This design comes from an exercise in tuning for small area on the open sky130 flow, not from production work.
Only simulation tests tie the RTL to the original design; equivalence was not proved.
No activity file was given, so power comes from the tool's default toggle rates.

## core
module core(
    input clk, reset, flush,
    output [25:0] mem_addr,
    input [127:0] mem_rdata,
    output [25:0] mem_waddr,
    output [127:0] mem_wdata,
    output mem_we
);
    wire [31:0] instruction_to_decode;
    wire [31:0] PCnext_to_decode;
    wire [31:0] RegAdata_to_alu, RegBdata_to_alu;
    wire [31:0] lower_half_instruction_to_alu;
    wire WB_EN_TO_ALU, MEM_R_EN_TO_ALU, MEM_W_EN_TO_ALU, ALU_REG_DEST_TO_ALU;
    wire [31:0] PC_TO_ALU;
    wire [4:0] regD_reg_ALU, regD_imme_ALU;
    wire is_BRANCH_TO_ALU;
    wire [1:0] ALU_OP_TO_ALU;
    wire [5:0] FUNCTION_TO_ALU;
    wire [4:0] reg_s, reg_t;
    wire MEM_TO_REG_TO_ALU;
    wire [31:0] regDdata_to_mem, regBdata_to_mem;
    wire zero_to_mem;
    wire WB_EN_TO_MEM, MEM_R_EN_TO_MEM, MEM_W_EN_TO_MEM;
    wire [31:0] PC_TO_MEM;
    wire is_BRANCH_TO_MEM;
    wire MEM_TO_REG_TO_MEM;
    wire WB_EN_TO_WB;
    wire MEM_TO_REG_TO_WB;
    wire [31:0] alu_result_to_wb;
    wire [31:0] read_data_mem_to_wb;
    wire [31:0] write_data_to_reg;
    wire [4:0] destination_reg;
    wire RegW_en_to_decode;
    wire BRANCH_TO_FETCH;
    wire [31:0] PCNEXT_TO_FETCH;
    wire [4:0] regD_to_wb;
    wire [4:0] regD_to_mem;
    wire is_immediate;
    wire EN_REG_FETCH, EN_REG_DECODE, EN_REG_ALU, EN_REG_MEM;
    wire reqI_cache, read_ready_for_icache, write,written_data_ack;
    wire [127:0] data_to_cache,data_to_mem;
    wire [25:0] reqAddrI_mem;
    wire reqD_cache, reqD_stop,reqD_cache_write;
    wire read_ready_for_dcache;
    wire [25:0] reqAddrD_mem,reqAddrD_write_mem;
    wire block_pipe_data_cache, block_pipe_instr_cache;
    wire reqI_q, reqD_q, reqD_stop_q;
    wire EN_FETCH_Q = !(reqI_q | reqD_q | reqD_stop_q);
    assign block_pipe_data_cache = reqD_cache | reqD_stop;
    assign block_pipe_instr_cache = reqI_cache;
    fetch_stage fetch_state(
        .PCbranch(PCNEXT_TO_FETCH),
        .clk(clk),
        .reset(reset),
        .flush(flush),
        .writePCEn(EN_REG_FETCH),
        .BRANCH(BRANCH_TO_FETCH),
        .PCnext(PCnext_to_decode),
        .instruction(instruction_to_decode),
        .EN_REG ( EN_REG_FETCH),
        .mem_read_q(EN_FETCH_Q),
        .reqI_q(reqI_q),
        .read_ready_from_mem(read_ready_for_icache),
  ...
For scale: roughly 3,200 flip-flops.
export LEC_CHECK = 0
export CAP_MARGIN = 20
export CORE_MARGIN = 2
export CORE_UTILIZATION = 50
export CTS_BUF_LIST = sky130_fd_sc_hd__clkbuf_16
export CTS_CLUSTER_DIAMETER = 80
export CTS_CLUSTER_SIZE = 20
export PLACE_DENSITY = 0.6
export SLEW_MARGIN = 20
create_clock -name core_clock -period 25.0 [get_ports {clk}]
standard.sh (not shown) runs the stock make flow with config.mk's settings and CLKGATE_MAP_FILE= SYNTH_SCRIPT=/design/flow/synth_recipe.tcl, a recipe that flattens the netlist after the stock synthesis.
==> flow/flow/run.sh <==
#!/bin/bash
# The standard layout (the standard.sh, unchanged synthesis and steps),
# with two choices of how cells are picked:
#  - port buffers use the smallest buffer cell instead of a delay cell;
#  - clock tree synthesis inserts no dummy loads, with larger sink clusters
#    and 16x clock buffers.
# Every tool's output goes to the ORFS logs under orfs/logs; the make output
# as a whole is kept in flow_run.log.
set -o pipefail
export BUFFER_PORTS_ARGS="-buffer_cell sky130_fd_sc_hd__buf_1"
export CTS_ARGS="-sink_clustering_enable -repair_clock_nets -dont_use_dummy_load -buf_list sky130_fd_sc_hd__clkbuf_16 -sink_clustering_size 20 -sink_clustering_max_diameter 80"
bash standard.sh 2>&1 | tee flow_run.log
Rerun with:
Settings changed: CORE_UTILIZATION 50 to 62, PLACE_DENSITY 0.6 to 0.7.
Effect: Synthesized area stays the same. Combinational power stays flat. Global-route usage rose by 7.3 points. Utilization is higher by 13 points. Register-to-register slack degrades by 0.46 ns. First-iteration DRC count is higher by 9.3%. Sequential power stays flat. Wire length drops by 4.6%.

## exp/harbor
Another version of the RTL of core (not shown whole).
Size: about 10000 cells after synthesis, roughly 310 I/O pins.
Settings: LEC_CHECK=0, CAP_MARGIN=20, CORE_MARGIN=2, CORE_UTILIZATION=50, CTS_BUF_LIST=sky130_fd_sc_hd__clkbuf_16, CTS_CLUSTER_DIAMETER=80, CTS_CLUSTER_SIZE=20, PLACE_DENSITY=0.6, SLEW_MARGIN=20; clock period 25.0 ns.
==> flow/flow/run.sh <==
#!/bin/bash
# The standard layout (the standard.sh, unchanged synthesis and steps),
# with two choices of how cells are picked:
#  - port buffers use the smallest buffer cell instead of a delay cell;
#  - clock tree synthesis inserts no dummy loads, with larger sink clusters
#    and 16x clock buffers.
# Every tool's output goes to the ORFS logs under orfs/logs; the make output
# as a whole is kept in flow_run.log.
set -o pipefail
export BUFFER_PORTS_ARGS="-buffer_cell sky130_fd_sc_hd__buf_1"
export CTS_ARGS="-sink_clustering_enable -repair_clock_nets -dont_use_dummy_load -buf_list sky130_fd_sc_hd__clkbuf_16 -sink_clustering_size 25 -sink_clustering_max_diameter 90"
bash standard.sh 2>&1 | tee flow_run.log
[inputs] exp/ember vs exp/harbor
diff --git a/flow/flow/run.sh b/flow/flow/run.sh
--- a/flow/flow/run.sh
+++ b/flow/flow/run.sh
@@ -10,3 +10,3 @@
 export BUFFER_PORTS_ARGS="-buffer_cell sky130_fd_sc_hd__buf_1"
-export CTS_ARGS="-sink_clustering_enable -repair_clock_nets -dont_use_dummy_load -buf_list sky130_fd_sc_hd__clkbuf_16 -sink_clustering_size 25 -sink_clustering_max_diameter 90"
+export CTS_ARGS="-sink_clustering_enable -repair_clock_nets -dont_use_dummy_load -buf_list sky130_fd_sc_hd__clkbuf_16 -sink_clustering_size 20 -sink_clustering_max_diameter 80"
 bash standard.sh 2>&1 | tee flow_run.log
Findings:
exp/ember -> exp/harbor: global routing met2 resource utilization flat. Compared with exp/harbor, exp/ember shows power density over the cells that has gone up by a few percent. From exp/harbor to exp/ember the numbers moved as follows: worst setup slack after layout now smaller, final-layout clock buffer total now larger, non-clock buffer count comparable, worst vdd rail ir drop now smaller.

-- re-timing with driven ports --
Ports are ideal in the flow. The routed layouts listed here were re-timed in OpenROAD. Step 1 sets driving cells, clkbuf_16 on the clock port and buf_2 on the other inputs (assumed; they add their load-dependent delay and slew). Step 2 times the ports against the registers' clock, not the clock port: input delays grow and output delays shrink by t, the midpoint of the rising clock arrivals with the driver on. Slacks: ideal / step 1 / step 2; pairs: ideal / step 1.
run	t, ns	setup slack, ns	worst hold slack (ns)	worst setup path at the end	worst data-port slew with drivers (ns)
the first run of note 1	1.014	8.142 / 8.142 / 8.142	0.408 / 0.408 / 0.408	register to register	0.18
the second run of note 1	0.964	7.686 / 7.686 / 7.686	0.430 / 0.430 / 0.430	register to register	0.20
exp/harbor	0.978	8.302 / 8.302 / 8.302	0.446 / 0.446 / 0.446	register to register	0.15
exp/ember	1.010	8.258 / 8.258 / 8.258	0.428 / 0.428 / 0.428	register to register	0.15
After both steps every run listed still meets setup and hold.
